Source: an optimization exercise on an open RTL-to-GDS flow (aim: small area, a short achievable clock period and few clock cycles). Production flows keep margins and buffers that such runs may drop.
The RTL was checked by simulation tests, not by an equivalence proof against the original design.
Power is estimated from default activity; no workload was simulated.

===== flow/run.sh =====
#!/bin/bash
# synth_recipe.tcl (not shown) runs the flow's synth.tcl, then flattens the netlist and writes it again
# the make line also repeats each setting of config.mk as NAME=value (left out here)
make -C /OpenROAD-flow-scripts/flow DESIGN_CONFIG=/design/flow/config.mk WORK_HOME=/design/flow/orfs CLKGATE_MAP_FILE= SYNTH_SCRIPT=/design/flow/synth_recipe.tcl finish

===== flow/config.mk =====
export PLATFORM = sky130hd
export DESIGN_NAME = sys_array_fetcher
export DESIGN_NICKNAME = sys_array_fetcher
export VERILOG_FILES = /design/flow/design.v
export SDC_FILE = /design/flow/constraint.sdc
export NUM_CORES = 4
export LEC_CHECK = 0
export CAP_MARGIN = 20
export CORE_MARGIN = 2
export CORE_UTILIZATION = 40
export SLEW_MARGIN = 20

===== flow/constraint.sdc =====
create_clock -name core_clock -period 6.5 [get_ports {clock}]
set_input_delay 1.3000 -clock core_clock [delete_from_list [all_inputs] [get_ports {clock}]]
set_output_delay 1.3000 -clock core_clock [all_outputs]
set_load 0.01 [all_outputs]

===== flow/design.v =====
module sys_array_cell
#(parameter DATA_WIDTH=8)
(
input  clock,
    input  reset_n,
    input  param_load,
    input  signed [DATA_WIDTH - 1:0] input_data,
    input  signed [2*DATA_WIDTH-1:0] prop_data,
    input  signed [DATA_WIDTH-1:0] param_data,
    output reg signed [2*DATA_WIDTH-1:0] out_data,
    output reg signed [DATA_WIDTH-1:0] prop_param
);
	reg signed [DATA_WIDTH-1:0] param;
	always @(posedge clock)
	begin
		if (~reset_n) begin
			out_data <= {2 * DATA_WIDTH{1'b0}};
			param <= {DATA_WIDTH{1'b0}};
		end
		else if (param_load) begin
			param <= param_data;
		end
		else begin
			out_data <= prop_data + input_data * param;
			prop_param <= input_data;
		end
	end
endmodule
module sys_array_basic
#(parameter DATA_WIDTH=8,
parameter ARRAY_W=4,  
parameter ARRAY_L=4)  
(
    input  clk,
    input  reset_n,
    input  param_load,
    input [DATA_WIDTH*ARRAY_L-1:0] input_module,
    input [DATA_WIDTH*ARRAY_W*ARRAY_L-1:0] parameter_data,
    output [2*DATA_WIDTH*ARRAY_W-1:0] out_module
);
wire [2*DATA_WIDTH*ARRAY_W*ARRAY_L-1:0] output_data;
wire [DATA_WIDTH*ARRAY_W*ARRAY_L-1:0] propagate_module;
genvar i;
genvar j;
genvar t;
generate
	for(i = 0; i < ARRAY_W; i = i + 1) begin : generate_array_proc
		 for (j = 0; j < ARRAY_L; j = j + 1) begin : generate_array_proc2
		 if ((i === 0) && (j === 0))
		 begin
			  sys_array_cell #(.DATA_WIDTH(DATA_WIDTH)) cell_inst ( 
			  .clock(clk),
			  .reset_n(reset_n),
			  .param_load(param_load),
			  .input_data(input_module[DATA_WIDTH-1:0]),
			  .prop_data({2*DATA_WIDTH{1'b0}}),
			  .param_data(parameter_data[DATA_WIDTH-1:0]),
			  .out_data(output_data[2*DATA_WIDTH-1:0]),
			  .prop_param(propagate_module[DATA_WIDTH-1:0])
			  );
		 end
		 else if (i === 0)
		 begin
			  sys_array_cell #(.DATA_WIDTH(DATA_WIDTH)) cell_inst (
			  .clock(clk),
			  .reset_n(reset_n),
			  .param_load(param_load),
			  .input_data(input_module[DATA_WIDTH*(j+1)-1:DATA_WIDTH*j]),
			  .prop_data(output_data[2*DATA_WIDTH*(ARRAY_L*i+j)-1:2*DATA_WIDTH*(ARRAY_L*i+j-1)]),
			  .param_data(parameter_data[DATA_WIDTH*(ARRAY_L*i+j+1)-1:DATA_WIDTH*(ARRAY_L*i+j)]),
			  .out_data(output_data[2*DATA_WIDTH*(ARRAY_L*i+j+1)-1:2*DATA_WIDTH*(ARRAY_L*i+j)]),
			  .prop_param(propagate_module[DATA_WIDTH*(ARRAY_L*i+j+1)-1:DATA_WIDTH*(ARRAY_L*i+j)])
			  );
		 end
		 else if (j === 0)
		 begin
			  sys_array_cell #(.DATA_WIDTH(DATA_WIDTH)) cell_inst (
			  .clock(clk),
			  .reset_n(reset_n),
			  .param_load(param_load),
			  .input_data(propagate_module[DATA_WIDTH*(ARRAY_L*(i-1)+j+1)-1:DATA_WIDTH*(ARRAY_L*(i-1)+j)]),
			  .prop_data({2*DATA_WIDTH{1'b0}}),
			  .param_data(parameter_data[DATA_WIDTH*(ARRAY_L*i+j+1)-1:DATA_WIDTH*(ARRAY_L*i+j)]),
			  .out_data(output_data[2*DATA_WIDTH*(ARRAY_L*i+j+1)-1:2*DATA_WIDTH*(ARRAY_L*i+j)]),
			  .prop_param(propagate_module[DATA_WIDTH*(ARRAY_L*i+j+1)-1:DATA_WIDTH*(ARRAY_L*i+j)])
			  );
		 end
		 else
		 begin
			  sys_array_cell #(.DATA_WIDTH(DATA_WIDTH)) cell_inst (
			  .clock(clk),
			  .reset_n(reset_n),
			  .param_load(param_load),
			  .input_data(propagate_module[DATA_WIDTH*(ARRAY_L*(i-1)+j+1)-1:DATA_WIDTH*(ARRAY_L*(i-1)+j)]),
			  .prop_data(output_data[2*DATA_WIDTH*(ARRAY_L*i+j)-1:2*DATA_WIDTH*(ARRAY_L*i+j-1)]),
			  .param_data(parameter_data[DATA_WIDTH*(ARRAY_L*i+j+1)-1:DATA_WIDTH*(ARRAY_L*i+j)]),
			  .out_data(output_data[2*DATA_WIDTH*(ARRAY_L*i+j+1)-1:2*DATA_WIDTH*(ARRAY_L*i+j)]),
			  .prop_param(propagate_module[DATA_WIDTH*(ARRAY_L*i+j+1)-1:DATA_WIDTH*(ARRAY_L*i+j)])
			  );
		 end
		 end
	end
endgenerate
generate
	for (t=0;t<ARRAY_W;t=t+1) begin: output_prop
		 assign out_module[2*DATA_WIDTH*(t+1)-1:2*DATA_WIDTH*t] = output_data[2*DATA_WIDTH*(ARRAY_L*(t+1))-1:2*DATA_WIDTH*(ARRAY_L*(t+1)-1)];
	end
endgenerate
endmodule
module shift_reg
#(parameter DATA_WIDTH=8,
parameter LENGTH=4)
(
	input clock,
	input reset_n,
	input [1:0] ctrl_code,
	input [DATA_WIDTH*LENGTH-1:0] data_in,
	input [DATA_WIDTH-1:0] data_write,
	output reg [DATA_WIDTH-1:0] data_read,
	output reg [DATA_WIDTH*LENGTH-1:0] data_out
);
localparam REG_UPLOAD = 0,
    REG_LOAD = 1,
    REG_WRITE = 2,
    REG_READ = 3;  
reg [DATA_WIDTH*LENGTH-1:0] contents;
always @(posedge clock)
begin
    if (~reset_n)
    begin
        contents <= {DATA_WIDTH*LENGTH{1'b0}};
    end
    else
    begin
    case (ctrl_code)
    REG_UPLOAD: data_out <= contents;
    REG_LOAD: contents <= data_in;
    REG_READ: begin contents <= {contents[DATA_WIDTH-1:0],contents[DATA_WIDTH*LENGTH-1:DATA_WIDTH]}; data_read <= contents[DATA_WIDTH-1:0]; end
    REG_WRITE: contents <= {data_write,contents[DATA_WIDTH*LENGTH-1:DATA_WIDTH]};
    endcase
    end
end
endmodule
module sys_array_fetcher
#(parameter DATA_WIDTH=8,
parameter ARRAY_W=4,  
parameter ARRAY_L=4)  
(input  clock,
    input  reset_n,
    input  load_params,
    input  start_comp,
    input  [DATA_WIDTH*ARRAY_W*ARRAY_L - 1:0] input_data_a,
    input  [DATA_WIDTH*ARRAY_W*ARRAY_L - 1:0] input_data_b,
    output reg ready,
    output reg [2*DATA_WIDTH*ARRAY_W*ARRAY_W-1:0] out_data);
localparam FETCH_LENGTH = ARRAY_L+ARRAY_W*2+1;  
reg [15:0] cnt;  
reg [ARRAY_L*2-1:0] control_sr_read;
reg [ARRAY_W*2-1:0] control_sr_write;
reg [ARRAY_L*2-1:0] next_sr_read;  
reg [ARRAY_W*2-1:0] next_sr_write;
wire [DATA_WIDTH*ARRAY_L - 1:0] input_sys_array;
wire [DATA_WIDTH*ARRAY_L - 1:0] empty_wire_reads = {DATA_WIDTH*ARRAY_L{1'b0}};  
wire [DATA_WIDTH*ARRAY_W*ARRAY_L-1:0] empty_wire2_reads;  
wire [2*DATA_WIDTH*ARRAY_W*ARRAY_W-1:0] empty_wire_writes = {2*DATA_WIDTH*ARRAY_W*ARRAY_W{1'b0}};  
wire [2*DATA_WIDTH*ARRAY_W - 1:0] empty_wire2_writes;  
wire [2*DATA_WIDTH*ARRAY_W - 1:0] output_sys_array;
wire [2*DATA_WIDTH*ARRAY_W*ARRAY_W-1:0] output_wire;  
genvar i,j;
wire [DATA_WIDTH*ARRAY_W*ARRAY_L-1:0] transposed_a;  
generate
    for (i=0;i<ARRAY_W;i=i+1) begin: transpose_i
        for (j=0;j<ARRAY_L;j=j+1) begin: transpose_j
            assign transposed_a [DATA_WIDTH*(ARRAY_W*j+i) +: DATA_WIDTH] = input_data_a [DATA_WIDTH*(ARRAY_L*i+j) +: DATA_WIDTH];
        end
    end
endgenerate
generate
    for (i=0;i<ARRAY_L;i=i+1) begin: reads
        shift_reg #(.DATA_WIDTH(DATA_WIDTH), .LENGTH(ARRAY_W)) sr (clock, reset_n, control_sr_read[2*i +: 2], transposed_a[DATA_WIDTH*ARRAY_W*i +: DATA_WIDTH*ARRAY_W], empty_wire_reads[DATA_WIDTH*i +: DATA_WIDTH], input_sys_array[DATA_WIDTH*i +: DATA_WIDTH], empty_wire2_reads[DATA_WIDTH*ARRAY_W*i +: DATA_WIDTH*ARRAY_W]);  
    end
    for (i=0;i<ARRAY_W;i=i+1) begin: writes
        shift_reg #(.DATA_WIDTH(2*DATA_WIDTH), .LENGTH(ARRAY_W)) sr (clock, reset_n, control_sr_write[2*i +: 2], empty_wire_writes[2*DATA_WIDTH*ARRAY_W*i +: 2*DATA_WIDTH*ARRAY_W], output_sys_array[2*DATA_WIDTH*i +: 2*DATA_WIDTH], empty_wire2_writes[2*DATA_WIDTH*i +: 2*DATA_WIDTH], output_wire[2*DATA_WIDTH*ARRAY_W*i +: 2*DATA_WIDTH*ARRAY_W]);  
    end
endgenerate
sys_array_basic #(.DATA_WIDTH(DATA_WIDTH), .ARRAY_W(ARRAY_W), .ARRAY_L(ARRAY_L)) systolic_array
(
    .clk(clock),
    .reset_n(reset_n),
    .param_load(load_params),
    .parameter_data(input_data_b),
    .input_module(input_sys_array),
    .out_module(output_sys_array)
);
always @(posedge clock)
begin
    if (~reset_n) begin 
        cnt <= 15'd0;
        control_sr_read <= {ARRAY_L*2{1'b0}};
        control_sr_write <= {ARRAY_W*2{1'b0}};
        ready <= 1'b0;
    end
    else if(start_comp) begin 
        cnt <= 15'd1;
        control_sr_read <= {ARRAY_L{2'b01}};  
        ready <= 1'b0;  
    end
    else if (cnt>0) begin  
        if (cnt == 1) begin  
            control_sr_read[2*ARRAY_L-1:2] <= {2*(ARRAY_L-1){1'b0}};  
            control_sr_read[1:0] <= 2'b11;  
            cnt <= cnt+1'b1; end
        else begin  
            next_sr_read = control_sr_read;
            next_sr_write = control_sr_write;
            if (cnt < ARRAY_L+1)  
                next_sr_read[2*(cnt-1) +: 2] = 2'b11; 
            if ((cnt > ARRAY_W) && (cnt < ARRAY_L+ARRAY_W+1))  
                next_sr_read[2*(cnt-ARRAY_W-1) +: 2] = 2'b00;
            if ((cnt > ARRAY_L+1) && (cnt < ARRAY_L+ARRAY_W+2))  
                next_sr_write[2*(cnt-ARRAY_L-2) +: 2] = 2'b10;
            if ((cnt>ARRAY_L+ARRAY_W+1) && (cnt<=FETCH_LENGTH))  
                next_sr_write[2*(cnt-(ARRAY_L+ARRAY_W)-2) +: 2] = 2'b00;
            control_sr_read <= next_sr_read;
            control_sr_write <= next_sr_write;
            if (cnt <= FETCH_LENGTH+1)
                cnt <= cnt+1'b1;
            else begin 
                cnt <= 15'd0;
                out_data <= output_wire;
                ready <= 1'b1;
            end
        end
    end
end
endmodule

==> run summary <==
cells by family after synthesis:
family / count (synthesis) / synth area share (%)
flip-flops: 1441 / 37.2
adder cells (fa/ha/maj): 1651 / 30.3
AND/OR/NAND/NOR: 2272 / 11.5
multiplexers: 428 / 4.59
other: 1 / 0.00396
AO/OA/AOI/OAI: 954 / 6.74
XOR/XNOR: 313 / 2.90
buffers and inverters: 1677 / 6.68
stage by stage:
| step | cell area, um2 | hold WS [ps] | worst slack [ps] |
|---|---|---|---|
| after floorplan | 94700 | 400 | 84.4 |
| after global placement | 103000 | 402 | 1190 |
| after detailed placement | 103000 | 405 | 1100 |
| after CTS | 109000 | 411 | 1080 |
| after global routing | 109000 | 420 | 769 |
| final | 109000 | 415 | 1140 |
metal layers:
layer  wire (um)  share of wire [%]  GRT usage [%]
met5         180              0.080              0
met4        8200                3.6           6.42
met3       10400                4.6           3.14
met1       95700                 43           24.4
met2      110000                 49           32.6
worst max path at each step:
stage,slack (ps),startpoint,to,cells after the start
floorplan,80,reset_n,out_data[0]$_DFFE_PP_,5
global placement,1190,flip-flop,flip-flop,15
detailed placement,1100,flip-flop,flip-flop,15
CTS,1080,flip-flop,flip-flop,15
global route,770,flip-flop,flip-flop,15
finish,1140,flip-flop,flip-flop,15
worst max-delay path, delay by kind of cell, from the launching register on:
| family | cells | cell delay [ps] |
|---|---|---|
| adder cells (fa/ha/maj) | 6 | 2780 |
| AO/OA/AOI/OAI | 6 | 1250 |
| flip-flops | 1 | 540 |
| AND/OR/NAND/NOR | 2 | 500 |
| buffers and inverters | 1 | 140 |
synthesized netlist by cell type (14+ instances only):
library cell and number:
sky130_fd_sc_hd__xor2_1 43, sky130_fd_sc_hd__o21bai_1 41, sky130_fd_sc_hd__nand3_1 93, sky130_fd_sc_hd__ha_1 579
sky130_fd_sc_hd__and2_1 493, sky130_fd_sc_hd__a41oi_1 24, sky130_fd_sc_hd__nand4_1 28, sky130_fd_sc_hd__clkbuf_1 285
sky130_fd_sc_hd__a22oi_1 40, sky130_fd_sc_hd__o21ai_0 102, sky130_fd_sc_hd__o311ai_0 18, sky130_fd_sc_hd__and3_1 18
sky130_fd_sc_hd__a21oi_1 367, sky130_fd_sc_hd__nor2_1 776, sky130_fd_sc_hd__a31oi_1 14, sky130_fd_sc_hd__buf_1 29
sky130_fd_sc_hd__fa_1 1072, sky130_fd_sc_hd__nor4b_1 15, sky130_fd_sc_hd__edfxtp_1 640, sky130_fd_sc_hd__nand2_1 539
sky130_fd_sc_hd__nor4_1 19, sky130_fd_sc_hd__or3_1 27, sky130_fd_sc_hd__mux2i_1 378, sky130_fd_sc_hd__xnor2_1 269
sky130_fd_sc_hd__a22o_1 192, sky130_fd_sc_hd__dfxtp_1 801, sky130_fd_sc_hd__nor2b_1 27, sky130_fd_sc_hd__a211o_1 15
sky130_fd_sc_hd__nand2b_1 121, sky130_fd_sc_hd__inv_1 1354, sky130_fd_sc_hd__mux2_2 50, sky130_fd_sc_hd__a21o_1 34
sky130_fd_sc_hd__o211ai_1 14, sky130_fd_sc_hd__nor3_1 50, sky130_fd_sc_hd__nor3b_1 26
power groups by stage:
stage	logic, mW	registers [mW]	clock network (mW)
floorplan	7.38	10.6	0
CTS	10.0	10.8	9.78
global route	11.3	10.8	10.2
global placement	9.78	11.0	0
finish	9.78	10.8	9.52
detailed placement	9.92	11.0	0
final cells by class:
type | count | area (um2) | area share [%]
Timing Repair Buffer | 572 | 5640 | 5.19
Multi-Input combinational cell | 5628 | 53200 | 48.9
Sequential cell | 1441 | 35300 | 32.4
Antenna cell | 8 | 20.0 | 0.0184
Tap cell | 3150 | 3940 | 3.62
Clock inverter | 80 | 993 | 0.913
Clock buffer | 224 | 4660 | 4.28
Inverter | 1355 | 5100 | 4.69
==> run_results.csv <==
group,metric,value,unit
run_status,run_status,"timing/DRC/antenna clean",
worst_setup_path,timing.critical_path.required,7170,ps
detailed_routing,antenna_left,0,
cts,clockRootBuffer,"sky130_fd_sc_hd__clkbuf_16",
cts,cts_sinks,1441,
worst_setup_path,critPathMaxFanout,9,
pwr,netSwitchingFraction,33.5,%
die,die_x,490,um
grt,grt_util_all_layers,19.0,%
placed_design,portBuffers,516,
pwr,post-layout-total-power,30.1,mW
cts,post_cts_buffers,0,
die,area_of_the_die,241000,um2
pwr,share_clk_of_total_power,31.7,%
final_layout,final_net_count,11071,
timing,finalHoldViolCount,0,
synth,synth.yosys.warnings,4,
synth,yosys_register_bits,1441,
grt,global_route_wire_length_before_repair,363,mm
synth,mappedNetlistArea,94700,um2
pwr,pwr-share-comb,32.5,%
timing,clock.fmax,0.187,GHz
synth,netlist_top_cells_area,"sky130_fd_sc_hd__fa_1 23%, sky130_fd_sc_hd__edfxtp_1 20%, sky130_fd_sc_hd__dfxtp_1 17%",
synth,synth_cell_type_count,77,
pwr,static-leakage-power,46.9,nW
cts,path_clk_slew,70,ps
worst_setup_path,crit_path_end_kind,"flip-flop",
die,design.portCount,517,
synth,synth_async_sr_flop_share,0,%
detailed_routing,detail_route.first_pass.iterations,5,
timing,finalSetupViolCount,0,
pwr,vdd.ir_drop.worst,214,uV
min_path,hold-path-endpoint,"out_data[15]$_DFFE_PP_",
final_layout,fillers,21975,
detailed_routing,viasPerCell,4.97,
detailed_routing,drt_wl_total,225,mm
final_layout,most-common-layout-cells,"1352 x sky130_fd_sc_hd__inv_1, 1072 x sky130_fd_sc_hd__fa_1, 791 x sky130_fd_sc_hd__dfxtp_1, 775 x sky130_fd_sc_hd__nor2_1, 640 x sky130_fd_sc_hd__edfxtp_1",
placed_design,finalWeightedCongestion,0.879,
timing,clock_skew,51.1,ps
cts,worstSkewPairLatency,810,ps
worst_setup_path,crit_top_cell,"sky130_fd_sc_hd__fa_1",
pwr,total_switching_power,10.1,mW
worst_setup_path,crit_slowest_cell,"sky130_fd_sc_hd__edfxtp_1",
placed_design,place_hpwl,174,mm
grt,grt_antenna_before_repair,22,
worst_setup_path,critical_path_arrival,6030,ps
min_path,hold-path-cell-count,0,
worst_setup_path,startpoint_type,"flip-flop",
synth,synth-main-ff-cell,"sky130_fd_sc_hd__dfxtp_1",
cts,cts.hold.buffers_added,0,
detailed_routing,wl_per_cell,18.0,um
grt,first_global_vias,65147,
synth,synthesis.instances,8737,
die,start_util,40.3,%
die,core_area,235000,um2
synth,synth-edff-count,640,
placed_design,place_inst,12146,
timing,max_slew_margin,27.0,%
cts,htree_levels,4,
synth,postSynthAreaPerCell,10.8,um2
cts,cts-buffers-inserted,162,
synth,area_leader_netlist,"sky130_fd_sc_hd__fa_1",
detailed_routing,num_vias,61918,
pwr,pwr-share-seq,35.8,%
final_layout,layout.cells.most_common,"sky130_fd_sc_hd__inv_1",
timing,grt_setup_unrepaired,"false",
worst_setup_path,r2r_setup_slack,1140,ps
worst_setup_path,cp_slowest_stage_delay,540,ps
cts,cts_resized,0,
timing,timing.final.max_slew_violations,0,
flow_run,timing.max_cap.violations,0,
final_layout,finalCoreUtilization,46.3,%
worst_setup_path,path_cells,"nand2_1, inv_1, fa_1, fa_1, fa_1, fa_1, fa_1, ha_1, a21oi_1, o21bai_1, a21oi_1, o21bai_1, a41oi_1, nor4_1, a211o_1",
timing,final_min_period_over_clock_period,82.5,%
synth,netlist.area_leader.share,22.7,%
timing,timing.setup.tns,0,ps
timing,tightest_slew,1100,ps
worst_setup_path,timing.reg2reg.worst_path_depth,15,
die,die_h,490,um
cts,cts-root-to-sink-buffers,3,
final_layout,layoutNonFillerInstCount,12458,
final_layout,area_growth_syn_to_layout,14.9,%
grt,grt_overflow,0,
pwr,internal_power,20.0,mW
final_layout,drive_gt1_share,4.48,%
grt,maximum_number_of_pins_on_one_net_before_global_route_repair,156,
detailed_routing,remaining_drc_errors,0,
cts,tritoncts,"built",
die,fp-row-count,178,
synth,synth-seq-area-share,37.2,%
timing,period_needed,5360,ps
min_path,hold_path.startpoint,"writes[0].sr.data_out[15]$_DFFE_PP_",
worst_setup_path,timing_worst_setup_path_type,"reg2reg",
pwr,power.density_cell_area,276,nW/um2
min_path,min_path_type,"reg2reg",
detailed_routing,drt_first_iter_violations,3422,
Testbench counts, summed over its fixed seeds: cycles 8,264.

-- afterwards: timing with drivers on the ports --
The results above use ideal ports. As a check the final layout listed here was re-extracted and re-timed, cells and wires unchanged.
Step 1, drivers: a clkbuf_16 drives clock and a buf_2 each remaining input, both assumed.
Step 2 times the ports against the registers' clock, not the clock port: input delays grow and output delays shrink by t, the midpoint of the rising clock arrivals with the driver on.
a / b / c = no drivers / after step 1 / after step 2; a / b = the first two.
t, ns: 0.885
setup slack, ns: 1.138 / 1.138 / 1.138
latest minus earliest clock arrival (ns): 0.067 / 0.067
slew at the worst register clock pin (ns): 0.07 / 0.07
cell pins on the clock port's net: 1
After both steps setup and hold are still met in this run. The setup slack of this run moves by 0.000 ns with the drivers and by 0.000 ns with both steps.
